Context: an optimization exercise on an open-source flow, tuned for small area. The choices shown serve that exercise and are no tape-out recipe. Only simulation tests tie the RTL to the original design; equivalence was not proved. In every run shown here, the design's own scripts or RTL, not TritonCTS, make the clock network. The clock port is modelled as an ideal driver, which makes a skipped or thinned clock tree look cheaper than it is; a real chip needs a root buffer or a tree. No activity file was given, so power comes from the tool's default toggle rates.

==> standard.sh <==
#!/bin/bash
# synth_recipe.tcl (not shown) runs the flow's synth.tcl, then flattens the netlist and writes it again
# the make line also repeats each setting of config.mk as NAME=value (left out here)
make -C /OpenROAD-flow-scripts/flow DESIGN_CONFIG=/design/flow/config.mk WORK_HOME=/design/flow/orfs CLKGATE_MAP_FILE= SYNTH_SCRIPT=/design/flow/synth_recipe.tcl "${@:-finish}"
==> flow/abc_area.script <==
strash
&get -n
&deepsyn -T 30
&put
&get -n
&dch
&nf -R 1000
&put
topo
stime -c
==> config.mk <==
export PLATFORM = sky130hd
export DESIGN_NAME = step_tracker
export DESIGN_NICKNAME = step_tracker
export VERILOG_FILES = /design/flow/design.v
export SDC_FILE = /design/flow/constraint.sdc
export NUM_CORES = 4
export LEC_CHECK = 0
export CAP_MARGIN = 20
export CORE_MARGIN = 2
export CORE_UTILIZATION = 65
export PLACE_DENSITY = 0.8
export SLEW_MARGIN = 20
==> constraint.sdc <==
create_clock -name core_clock -period 20.0 [get_ports {clk}]
set_input_delay 4.0000 -clock core_clock [delete_from_list [all_inputs] [get_ports {clk}]]
set_output_delay 4.0000 -clock core_clock [all_outputs]
set_load 0.01 [all_outputs]
==> flow/clock.tcl <==
set block [ord::get_db_block]
set dbu [$block getDbUnitsPerMicron]
set regs {}
foreach inst [$block getInsts] {
  if { [[$inst getMaster] isSequential] } {
    set box [$inst getBBox]
    set x [expr { ([$box xMin] + [$box xMax]) / 2.0 / $dbu }]
    set y [expr { ([$box yMin] + [$box yMax]) / 2.0 / $dbu }]
    set clkpin ""
    foreach it [$inst getITerms] {
      if { [$it isClocked] } { set clkpin "[$inst getName]/[[$it getMTerm] getName]" }
    }
    if { $clkpin == "" } { error "no clock pin on [$inst getName]" }
    lappend regs [list $x $y $clkpin]
  }
}

# split regs into k groups of nearly equal size, cutting across the longer side
proc bisect { regs k } {
  if { $k <= 1 } { return [list $regs] }
  set xs {}
  set ys {}
  foreach r $regs { lappend xs [lindex $r 0]; lappend ys [lindex $r 1] }
  set xs [lsort -real $xs]
  set ys [lsort -real $ys]
  set w [expr { [lindex $xs end] - [lindex $xs 0] }]
  set h [expr { [lindex $ys end] - [lindex $ys 0] }]
  set axis [expr { $w >= $h ? 0 : 1 }]
  set sorted [lsort -real -index $axis $regs]
  set k1 [expr { $k / 2 }]
  set n1 [expr { int(round([llength $regs] * double($k1) / $k)) }]
  return [concat [bisect [lrange $sorted 0 [expr { $n1 - 1 }]] $k1] \
                 [bisect [lrange $sorted $n1 end] [expr { $k - $k1 }]]]
}

set groups [bisect $regs $::env(CLOCK_GROUPS)]
set c 0
set rx 0.0
set ry 0.0
foreach g $groups {
  set sx 0.0
  set sy 0.0
  set loads {}
  foreach r $g {
    set sx [expr { $sx + [lindex $r 0] }]
    set sy [expr { $sy + [lindex $r 1] }]
    lappend loads [get_pins [lindex $r 2]]
  }
  set x [expr { $sx / [llength $g] }]
  set y [expr { $sy / [llength $g] }]
  set rx [expr { $rx + $x / [llength $groups] }]
  set ry [expr { $ry + $y / [llength $groups] }]
  puts "clock buffer $c: [llength $g] registers at ($x, $y)"
  insert_buffer -buffer_cell $::env(CLOCK_BUFFER_CELL) -load_pins $loads \
    -location [list $x $y] -buffer_name clkbuf_$c -net_name clk_$c
  incr c
}
if { [info exists ::env(CLOCK_ROOT_CELL)] && $::env(CLOCK_ROOT_CELL) != "" } {
  puts "clock root buffer at ($rx, $ry)"
  insert_buffer -buffer_cell $::env(CLOCK_ROOT_CELL) -net clk -location [list $rx $ry] \
    -buffer_name clkbuf_root -net_name clk_root
}
set_propagated_clock [all_clocks]
==> design.v <==
module tracker(clk, rst, step, one_hz, count, miles_reg, active);
input clk, rst, step, one_hz;
output reg [15:0] count;    
output [5:0] miles_reg;     
output reg [3:0] active;    
reg stepped;
reg s1, s2, s3;
reg [4:0] sec_lo;
reg [10:0] sec_hi;
wire sec_cy = step & (&sec_lo);
wire sec_hz = (sec_hi[9:0] == 10'd0);
reg [3:0] nsec;
wire tick = s2 & ~s3;
wire nine = nsec[3] & nsec[0];
assign miles_reg = count[15:10] - {5'd0, stepped & (count[9:0] == 10'd0)};
always @(posedge clk or posedge rst) begin
  if (rst) begin
    count <= 16'd0;
    stepped <= 1'b0;
    s1 <= 1'b0; s2 <= 1'b0; s3 <= 1'b0;
    sec_lo <= 5'd0;
    sec_hi <= 11'd0;
    nsec <= 4'd0;
    active <= 4'd0;
  end else begin
    if (step) begin
      count <= count + 16'd1;
      stepped <= 1'b1;
    end
    s1 <= one_hz; s2 <= s1; s3 <= s2;
    if (tick) begin
      sec_lo <= 5'd0;
      sec_hi <= 11'd0;
    end else begin
      if (step) sec_lo <= sec_lo + 5'd1;
      if (sec_cy) sec_hi <= {sec_hi[9:0], sec_hi[10] ^ sec_hi[8] ^ sec_hz};
    end
    if (tick & ~nine) begin
      nsec <= nsec + 4'd1;
      if ((sec_hi[10:1] != 10'd0) | (sec_hi[0] & (sec_lo != 5'd0))) active <= active + 4'd1;
    end
  end
end
endmodule
module bcd(clk, rst, step, wrap, dec);
input clk, rst, step, wrap;
output reg [15:0] dec;
wire [3:0] nine;
genvar i;
generate for (i = 0; i < 4; i = i + 1) begin : g
  assign nine[i] = dec[4*i+3] & dec[4*i];
end endgenerate
wire full = &nine;
wire [3:0] inc;
assign inc[0] = step & (~full | wrap);
assign inc[1] = inc[0] & nine[0];
assign inc[2] = inc[1] & nine[1];
assign inc[3] = inc[2] & nine[2];
wire [15:0] t;
generate for (i = 0; i < 4; i = i + 1) begin : h
  wire e = inc[i] & dec[4*i];
  assign t[4*i]   = inc[i];
  assign t[4*i+1] = e & ~dec[4*i+3];
  assign t[4*i+2] = e & dec[4*i+1];
  assign t[4*i+3] = e & (dec[4*i+3] | (dec[4*i+1] & dec[4*i+2]));
end endgenerate
always @(posedge clk or posedge rst)
  if (rst) dec <= 16'd0;
  else dec <= dec ^ t;
endmodule
module step_tracker(clk, rst, step, one_hz, disp_sel, si, steps_bcd, miles, half_mile, active_secs, seg, an);
input clk, rst, step, one_hz;
input [1:0] disp_sel;
output si;
output [15:0] steps_bcd;    
output [4:0] miles;         
output half_mile;           
output [3:0] active_secs;   
output reg [6:0] seg;       
output reg [3:0] an;        
wire [15:0] count;
wire [5:0] miles_reg;
tracker tracker_inst(clk, rst, step, one_hz, count, miles_reg, active_secs);
bcd bcd_inst(clk, rst, step, step & (&count), steps_bcd);
assign si = (count > 16'd9999);
assign miles = miles_reg[5:1];
assign half_mile = miles_reg[0];
reg [14:0] lfsr;
reg [1:0] k;
wire lz = (lfsr[13:0] == 14'd0);
always @(posedge clk or posedge rst)
  if (rst) begin
    lfsr <= 15'd0;
    k <= 2'd0;
  end else begin
    lfsr <= {lfsr[13:0], lfsr[14] ^ lfsr[13] ^ lz};
    if (lfsr[14] & lz) k <= k + 2'd1;
  end
reg [4:0] code;
always @(*) begin
  case (disp_sel)
    2'd0: case (k)
            2'd0: code = {1'b0, steps_bcd[3:0]};
            2'd1: code = {1'b0, steps_bcd[7:4]};
            2'd2: code = {1'b0, steps_bcd[11:8]};
            default: code = {1'b0, steps_bcd[15:12]};
          endcase
    2'd1: case (k)
            2'd0: code = half_mile ? 5'd5 : 5'd0;
            2'd1: code = 5'd31;
            2'd2: code = miles;
            default: code = 5'd0;
          endcase
    default: code = (k == 2'd0) ? {1'b0, active_secs} : 5'd0;
  endcase
  case (k)
    2'd0: an = 4'b1110;
    2'd1: an = 4'b1101;
    2'd2: an = 4'b1011;
    default: an = 4'b0111;
  endcase
  case (code)
    5'd0: seg = 7'b1000000;
    5'd1: seg = 7'b1111001;
    5'd2: seg = 7'b0100100;
    5'd3: seg = 7'b0110000;
    5'd4: seg = 7'b0011001;
    5'd5: seg = 7'b0010010;
    5'd6: seg = 7'b0000010;
    5'd7: seg = 7'b1111000;
    5'd8: seg = 7'b0000000;
    5'd9: seg = 7'b0010000;
    5'd10: seg = 7'b0001000;
    5'd11: seg = 7'b0000011;
    5'd12: seg = 7'b1000110;
    5'd13: seg = 7'b0100001;
    5'd14: seg = 7'b0000110;
    5'd15: seg = 7'b0001110;
    default: seg = 7'b1111111;
  endcase
end
endmodule
==> flow/run.sh <==
#!/bin/bash
# Layout flow: the standard flow (ORFS), with these changes to how it maps
# the design to cells:
#  - synthesis maps the logic with an area-oriented ABC script
#    (flow/abc_area.script) and without Yosys's full-adder extraction;
#  - ports are buffered with the smallest buffer, buf_1;
#  - in place of clock_tree_synthesis, the registers are split into
#    CLOCK_GROUPS groups of nearly equal size by position, each with one clock
#    buffer, which the clock port drives (flow/clock.tcl).
# Registers, their names and cell types are those of the standard synthesis.
set -euo pipefail
work=$(pwd)
rm -rf "$work/scripts"
cp -r "$FLOW_HOME/scripts" "$work/scripts"
cp "$work/flow/abc_area.script" "$work/scripts/abc_area.script"
sed -i 's|^log_cmd clock_tree_synthesis {\*}\$cts_args$|source $::env(OWN_CTS_TCL)|' "$work/scripts/cts.tcl"
grep -q OWN_CTS_TCL "$work/scripts/cts.tcl"
export SCRIPTS_DIR="$work/scripts"
export OWN_CTS_TCL="$work/flow/clock.tcl"
export CLOCK_BUFFER_CELL=sky130_fd_sc_hd__clkbuf_8
export CLOCK_GROUPS=4
export BUFFER_PORTS_ARGS="-buffer_cell sky130_fd_sc_hd__buf_1"

bash standard.sh SCRIPTS_DIR="$work/scripts" ABC_AREA=1 ADDER_MAP_FILE= synth > "$work/synth.log" 2>&1
bash standard.sh SCRIPTS_DIR="$work/scripts" > "$work/layout.log" 2>&1
==> notes.md, run 1 <==
outcome finished clean; GRT Overall Usage 21.8%; die width 74.6 µm; maximum clock frequency 0.101 GHz; Seq/Total Area, Yosys 59.5%; Setup Buffers After CTS 0; drt total wl 6.02 mm; DR pass1 iterations 4; power per cell area 90.6 nW/µm²; Data required, critical path 16.00 ns; ys flop type dfrtp_1; Register-to-Register Setup Slack 16.07 ns; synth cell count leaders dfrtp_1 (77), nor2_1 (31), nand2_1 (25); Post-Syn Area 3240 µm²; Setup CP Type in -> out; first-pass GRT wire length 9.67 mm; synth unique cells 33; Hold EP tracker_inst.s2; initial antenna violation count 0; top-area cell type share of the netlist area 59.5%; DRC 0; Synth Instances 298; Crit. End Element output pin; I/O Pins 44; fin crit share 49.7%; hold depth 0; vias in the first global route 2118; final setup vio count 0; Critical Path Source Type input port; Hold Startpoint tracker_inst.s1; leading area contributor after synthesis dfrtp_1; Design Power 321 µW; GRT overflow 0; number of synthesized flops with an enable pin 0; GPL Wtd Cong 0.888; Worst VDD drop 77.5 µV; DRT antenna net count 0; Worst-path clk slew 0.10 ns; CTS Hold Bufs 0; switching power 98.3 µW; RSZ-0062 raised after global routing no; worst skew pair latency 0.17 ns; Period minus WS final 9.95 ns; Slew Limit Fails 0; Clock power frac 17.3%; share of flip-flops with an asynchronous set or reset 100%; Int Power 223 µW; Min Hold Slack 0.367 ns; Final Util 74.6%; Max transition margin 38.2%; Final Hold Viols 0; post-layout net count 354; area of the die 5560 µm²; number of port buffers 43; pre-CTS WS 10.05 ns; DP HPWL 4.37 mm; smallest setup slack after layout 10.05 ns; Combinational Power Share 20.7%; max_cap viols 0; CP Max Fanout 8; vias 2351; WL/cell 14.6 µm; ranking of synthesized cells by area dfrtp_1 (60%), xnor2_1 (5.4%), nor2_1 (3.6%); Worst Reg-to-Reg Cells 15; portion of total power attributed to sequential cells 62.0%; Synth Area per Inst 10.9 µm²; setup total negative slack 0 ns; number of synthesis warnings 3; layout cells sized above 1 1.73%; vias per inst 5.69; Clock Skew 0.0163 ns; CP arrival 5.95 ns; area delta synth->final 9.51%; row cnt 25; leakage 1.65 nW; cell with the most instances after synthesis dfrtp_1; largest net degree at the start of global routing 78; post-CTS sizing 0; Die Ht 74.6 µm; Initial Utilization 68.1%; worst slew pin tran 0.927 ns; number of diodes 0; initial drt markers 167; switching fraction of total power 30.6%; Post-Syn Nets 304; Seq cells post-synth 77; RR Startpoint tracker_inst.count[0]; HP Class reg -> reg; Crit Reg-Reg Endpoint bcd_inst.dec[13]; CORE AREA 4750 µm²
## worst max-delay path by stage
stage               cells after the start        start  endpoint  slack (ns)
floorplan                               7  disp_sel[1]    seg[6]       10.50
global placement                       10  disp_sel[1]    seg[2]       10.16
detailed placement                     10  disp_sel[1]    seg[2]       10.05
CTS                                    10  disp_sel[1]    seg[2]       10.05
global route                           10  disp_sel[1]    seg[2]        9.81
finish                                 10  disp_sel[1]    seg[2]       10.05
## per-stage QoR
stage	cells	instance area (µm²)
2_1_floorplan	298	3240
3_3_place_gp	409	3490
3_5_place_dp	409	3490
4_1_cts	413	3540
5_1_grt	413	3540
6_report	413	3540
## cell families after synthesis
family	share of synthesized area (%)
AO/OA/AOI/OAI	14.4
XOR/XNOR	8.39
buffers and inverters	0.928
flip-flops	59.5
AND/OR/NAND/NOR	16.7
## registers in the layout, indices dropped and copies added (netlist names), 2 cells and up
signal and count:
bcd_inst.dec 16, tracker_inst.count 16, lfsr 15, tracker_inst.sec_hi 11, tracker_inst.sec_lo 5, tracker_inst.active 4
tracker_inst.nsec 4, k 2
## layer usage
metal  wire (µm)  track usage [%]  part of all wire, %
met3         225             1.22                  3.7
met4          39             1.59                 0.65
met5           0                0                    0
met1        2950             34.0                   49
met2        2810             36.0                   47
## critical path, cell delays in order
cell and delay [ns]:
buf_1 0.10, clkinv_1 0.08, nand2_1 0.10, nor2_1 0.10, a221oi_1 0.78, clkinv_1 0.20, o21a_1 0.21, o21ai_0 0.16
nand2_1 0.07, buf_1 0.14
## layout by cell type, fill, tap and decap left out, types with 2 or more instances in the layout
cell	count
nor3_1	7
nand3_1	7
xor2_1	11
xnor2_1	20
nor4_1	4
nor2b_1	4
o221ai_1	3
nand2_1	25
a221oi_1	2
buf_1	43
o21a_1	3
a211o_1	3
a21oi_1	22
and2_0	4
clkbuf_8	4
dfrtp_1	77
and3_1	12
nand2b_1	6
or2_0	2
o22ai_1	4
or4_1	4
a31oi_1	5
clkinv_1	7
a22o_1	11
o21ai_0	14
nor2_1	31
## power by group through the flow
stage | sequential (mW) | clock (mW) | combinational (mW)
after global placement | 0.201 | 0 | 0.0649
after CTS | 0.199 | 0.0567 | 0.0673
final | 0.199 | 0.0556 | 0.0664
after global routing | 0.203 | 0.0626 | 0.0752
after detailed placement | 0.202 | 0 | 0.0672
after floorplan | 0.200 | 0 | 0.0452
## final cells by class, without the clock buffers
cell class,instances,area [µm²]
fill,355,1210
inverter,8,30.0
multi-input combinational,213,1280
sequential,77,1930
tap,67,83.8
timing repair buffer,44,169
==> run 2, diff against run 1 <==
--- a/design.v
+++ b/design.v
@@ -42,9 +42,11 @@
   end
 end
 endmodule
-module bcd(clk, rst, step, wrap, dec);
-input clk, rst, step, wrap;
-output reg [15:0] dec;
+module bcd(clk, rst, step, wrap, count0, si, dec);
+input clk, rst, step, wrap, count0, si;
+output [15:0] dec;
+reg [15:1] d;
+assign dec = {d, count0 | si};
 wire [3:0] nine;
 genvar i;
 generate for (i = 0; i < 4; i = i + 1) begin : g
@@ -65,8 +67,8 @@
   assign t[4*i+3] = e & (dec[4*i+3] | (dec[4*i+1] & dec[4*i+2]));
 end endgenerate
 always @(posedge clk or posedge rst)
-  if (rst) dec <= 16'd0;
-  else dec <= dec ^ t;
+  if (rst) d <= 15'd0;
+  else d <= d ^ t[15:1];
 endmodule
 module step_tracker(clk, rst, step, one_hz, disp_sel, si, steps_bcd, miles, half_mile, active_secs, seg, an);
 input clk, rst, step, one_hz;
@@ -81,7 +83,7 @@
 wire [15:0] count;
 wire [5:0] miles_reg;
 tracker tracker_inst(clk, rst, step, one_hz, count, miles_reg, active_secs);
-bcd bcd_inst(clk, rst, step, step & (&count), steps_bcd);
+bcd bcd_inst(clk, rst, step, step & (&count), count[0], si, steps_bcd);
 assign si = (count > 16'd9999);
 assign miles = miles_reg[5:1];
 assign half_mile = miles_reg[0];
==> notes.md, run 2 <==
leading area contributor after synthesis dfrtp_1; Setup CP Type in -> out; most common cell after layout, fill and taps aside dfrtp_1; GPL Wtd Cong 0.976 (+9.9%); Final Hold Viols 0 (unchanged); Post-Syn Nets 307 (+0.99%); final setup vio count 0 (unchanged); share of flip-flops with an asynchronous set or reset 100% (unchanged); Min Hold Slack 0.378 ns (+0.0107 ns); Worst Reg-to-Reg Cells 15 (unchanged); Top Family by Delay on Critical Path simple AND/OR/NAND/NOR gates; leakage 1.60 nW (-3.4%); worst skew pair latency 0.16 ns (about the same); CTS Hold Bufs 0 (unchanged); Die Ht 74.5 µm (about the same); Post-Syn Area 3230 µm² (-0.15%); number of synthesized flops with an enable pin 0 (unchanged); outcome finished clean; row cnt 25 (unchanged); DR pass1 iterations 4 (unchanged); Clock Skew 0.0113 ns (-0.00504 ns); Finished Layout Cells 416 (+0.73%); ranking of synthesized cells by area dfrtp_1 (59%), xnor2_1 (5.7%), nor2_1 (4.2%); fin crit share 49.3% (-0.41 points); vias in the first global route 2131 (+0.61%); top flop regs tracker_inst.count (16), bcd_inst.d (15), lfsr (15); hold depth 0 (unchanged); Final Cell Area 3540 µm² (-0.14%); vias per inst 5.72 (+0.42%); Slew Limit Fails 0 (unchanged); post-layout net count 357 (+0.85%); max_cap viols 0 (unchanged); synth cell count leaders dfrtp_1 (76), nor2_1 (36), xnor2_1 (21); power per cell area 92.0 nW/µm² (+1.6%); GRT overflow 0 (unchanged); Crit. End Element output pin; RR Startpoint tracker_inst.count[0]; setup total negative slack 0 ns (unchanged); HP Class reg -> reg; Initial Utilization 68.0% (-0.11 points); drt total wl 5.98 mm (-0.76%); I/O Pins 44 (unchanged); crit-path cells buf_1 > nand2b_1 > nor3b_1 > a211oi_1 > nand2_1 > o21ai_0 > o21a_1 > a21oi_1 > nor2b_1 > o31ai_1 > buf_1; ys flop type dfrtp_1; number of synthesis warnings 3 (unchanged); vias 2378 (+1.1%); Most flops, register tracker_inst.count; layout cells sized above 1 1.72% (-0.015 points); DRT antenna net count 0 (unchanged); DP HPWL 4.38 mm (+0.13%); Synth Instances 301 (+1.0%); Period minus WS final 9.86 ns (-0.0823 ns); Worst VDD drop 61.1 µV (-21%); CP arrival 5.86 ns (-0.09 ns); area of the die 5550 µm² (-0.15%); placed insts 412 (+0.73%); RSZ-0062 raised after global routing no; die width 74.5 µm (about the same); Seq cells post-synth 76 (-1.3%); most repeated library cell on the critical path buf_1; maximum clock frequency 0.101 GHz (+0.83%); number of buffers and inverters on the critical path 2 (-2); DRC 0 (unchanged); GRT Overall Usage 22.2% (+0.39 points); top-area cell type share of the netlist area 58.8% (-0.68 points); CORE AREA 4750 µm² (unchanged); Final Util 74.4% (-0.11 points); WL/cell 14.4 µm (-1.5%); Register-to-Register Setup Slack 16.59 ns (+0.52 ns); number of port buffers 43 (unchanged); max reg flops 16; Synth Area per Inst 10.7 µm² (-1.1%); Crit Reg-Reg Endpoint bcd_inst.d[14]; initial antenna violation count 0 (unchanged); Hold EP lfsr[2]; Setup Buffers After CTS 0 (unchanged); worst slew pin tran 0.896 ns (-0.0312 ns); FILL cells 357 (+0.56%); initial drt markers 127 (-24%); slowest stage delay, CP 0.32 ns (-0.46 ns); Data required, critical path 16.00 ns (about the same); CP Max Fanout 8 (unchanged); synth unique cells 36 (+9.1%); largest net degree at the start of global routing 77 (-1.3%); first-pass GRT wire length 9.92 mm (+2.6%); Hold Startpoint lfsr[1]; Area after DPL 3480 µm² (-0.14%); area delta synth->final 9.52% (about the same); commonest non-fill, non-tap cells in the layout dfrtp_1 (76), buf_1 (43), nor2_1 (36); crit path max-delay cell type nor3b_1; Seq/Total Area, Yosys 58.8% (-0.68 points); number of diodes 0 (unchanged); Max transition margin 40.3% (+2.1 points); cell with the most instances after synthesis dfrtp_1; post-CTS sizing 0 (unchanged); Worst-path clk slew 0.11 ns (about the same); Critical Path Source Type input port
## run 2: cell count changes in the layout (fill, tap and decap cells not counted), sizes merged, moves of 2 or more
cell	change
a211oi	+2
a21oi	-2
a31oi	-2
and3	-2
nand2	-5
nand3	+3
nor2	+5
nor2b	+2
o221ai	-3
o31ai	+3
## run 2: area by class of cell, without the clock buffers
cell class	count	area, µm²	area share (%)
repair buffers	44	169	4.77
flip-flops and latches	76	1900	53.7
multi-input cells	216	1300	36.6
well taps	67	83.8	2.37
inverters	9	33.8	0.954
## run 2: metrics by stage
| stage | worst slack [ns] | power [mW] |
|---|---|---|
| 6_report | 10.14 | 0.326 |
| 2_1_floorplan | 10.55 | 0.249 |
| 5_1_grt | 9.92 | 0.346 |
| 3_3_place_gp | 10.23 | 0.272 |
| 3_5_place_dp | 10.18 | 0.276 |
| 4_1_cts | 10.16 | 0.328 |
## run 2: power breakdown
part           internal, mW  switching (mW)
clock network        0.0186          0.0349
logic                0.0306          0.0437
registers             0.174          0.0236
total                 0.224           0.102
## run 2: kinds of logic (layout without fill, tap and decap cells)
group / after synthesis / in the layout / synth area share [%]
simple gates: 113 / 113 / 17.2
buf+inv: 9 / 57 / 1.05
mux: 1 / 1 / 0.310
xor+xnor: 31 / 31 / 8.40
flops: 76 / 76 / 58.8
compound gates: 71 / 71 / 14.2
## run 2: worst max path at each step
| stage | from | endpoint | cells after the start |
|---|---|---|---|
| after detailed placement | disp_sel[1] | seg[0] | 11 |
| after global routing | disp_sel[1] | seg[0] | 12 |
| final | disp_sel[1] | seg[0] | 11 |
| after global placement | disp_sel[1] | seg[0] | 11 |
| after floorplan | disp_sel[1] | seg[0] | 9 |
| after CTS | disp_sel[1] | seg[0] | 11 |
## run 2: metal layers
metal / vias up / GRT usage [%] / part of all wire (%)
li1: 1168 / - / -
met4: 0 / 1.79 / 0.69
met1: 1141 / 35.7 / 48
met3: 2 / 2.03 / 5.2
met2: 67 / 34.7 / 46
met5: - / 0 / 0

afterwards: timing with drivers on the ports:
No port has a modelled driver above. Below, the same layouts with a new extraction and two added sets of constraints. Step 1 sets driving cells, clkbuf_16 on the clock port and buf_2 on the other inputs (assumed; they add their load-dependent delay and slew). Step 2 adds t to the input delays and takes it off the output delays; t is the mean of the earliest and latest rising clock arrival at the registers after step 1. Input paths then give back, and output paths get back, about the clock's delay inside the block. Slacks: ideal ports / drivers / drivers and shift; pairs: ideal ports / drivers.
run | t, ns | setup WS [ns] | slew at the worst register clock pin (ns) | worst slew at a driven data input, ns | cell pins on the clock port's net
run 1 | 0.216 | 10.054 / 10.031 / 10.031 | 0.12 / 0.12 | 0.03 | 4
run 2 | 0.215 | 10.137 / 10.116 / 10.116 | 0.11 / 0.11 | 0.04 | 4
After both steps every run listed still meets setup and hold. The setup slack of run 1, which loses most, moves by -0.023 ns with the drivers and by -0.023 ns with both steps.
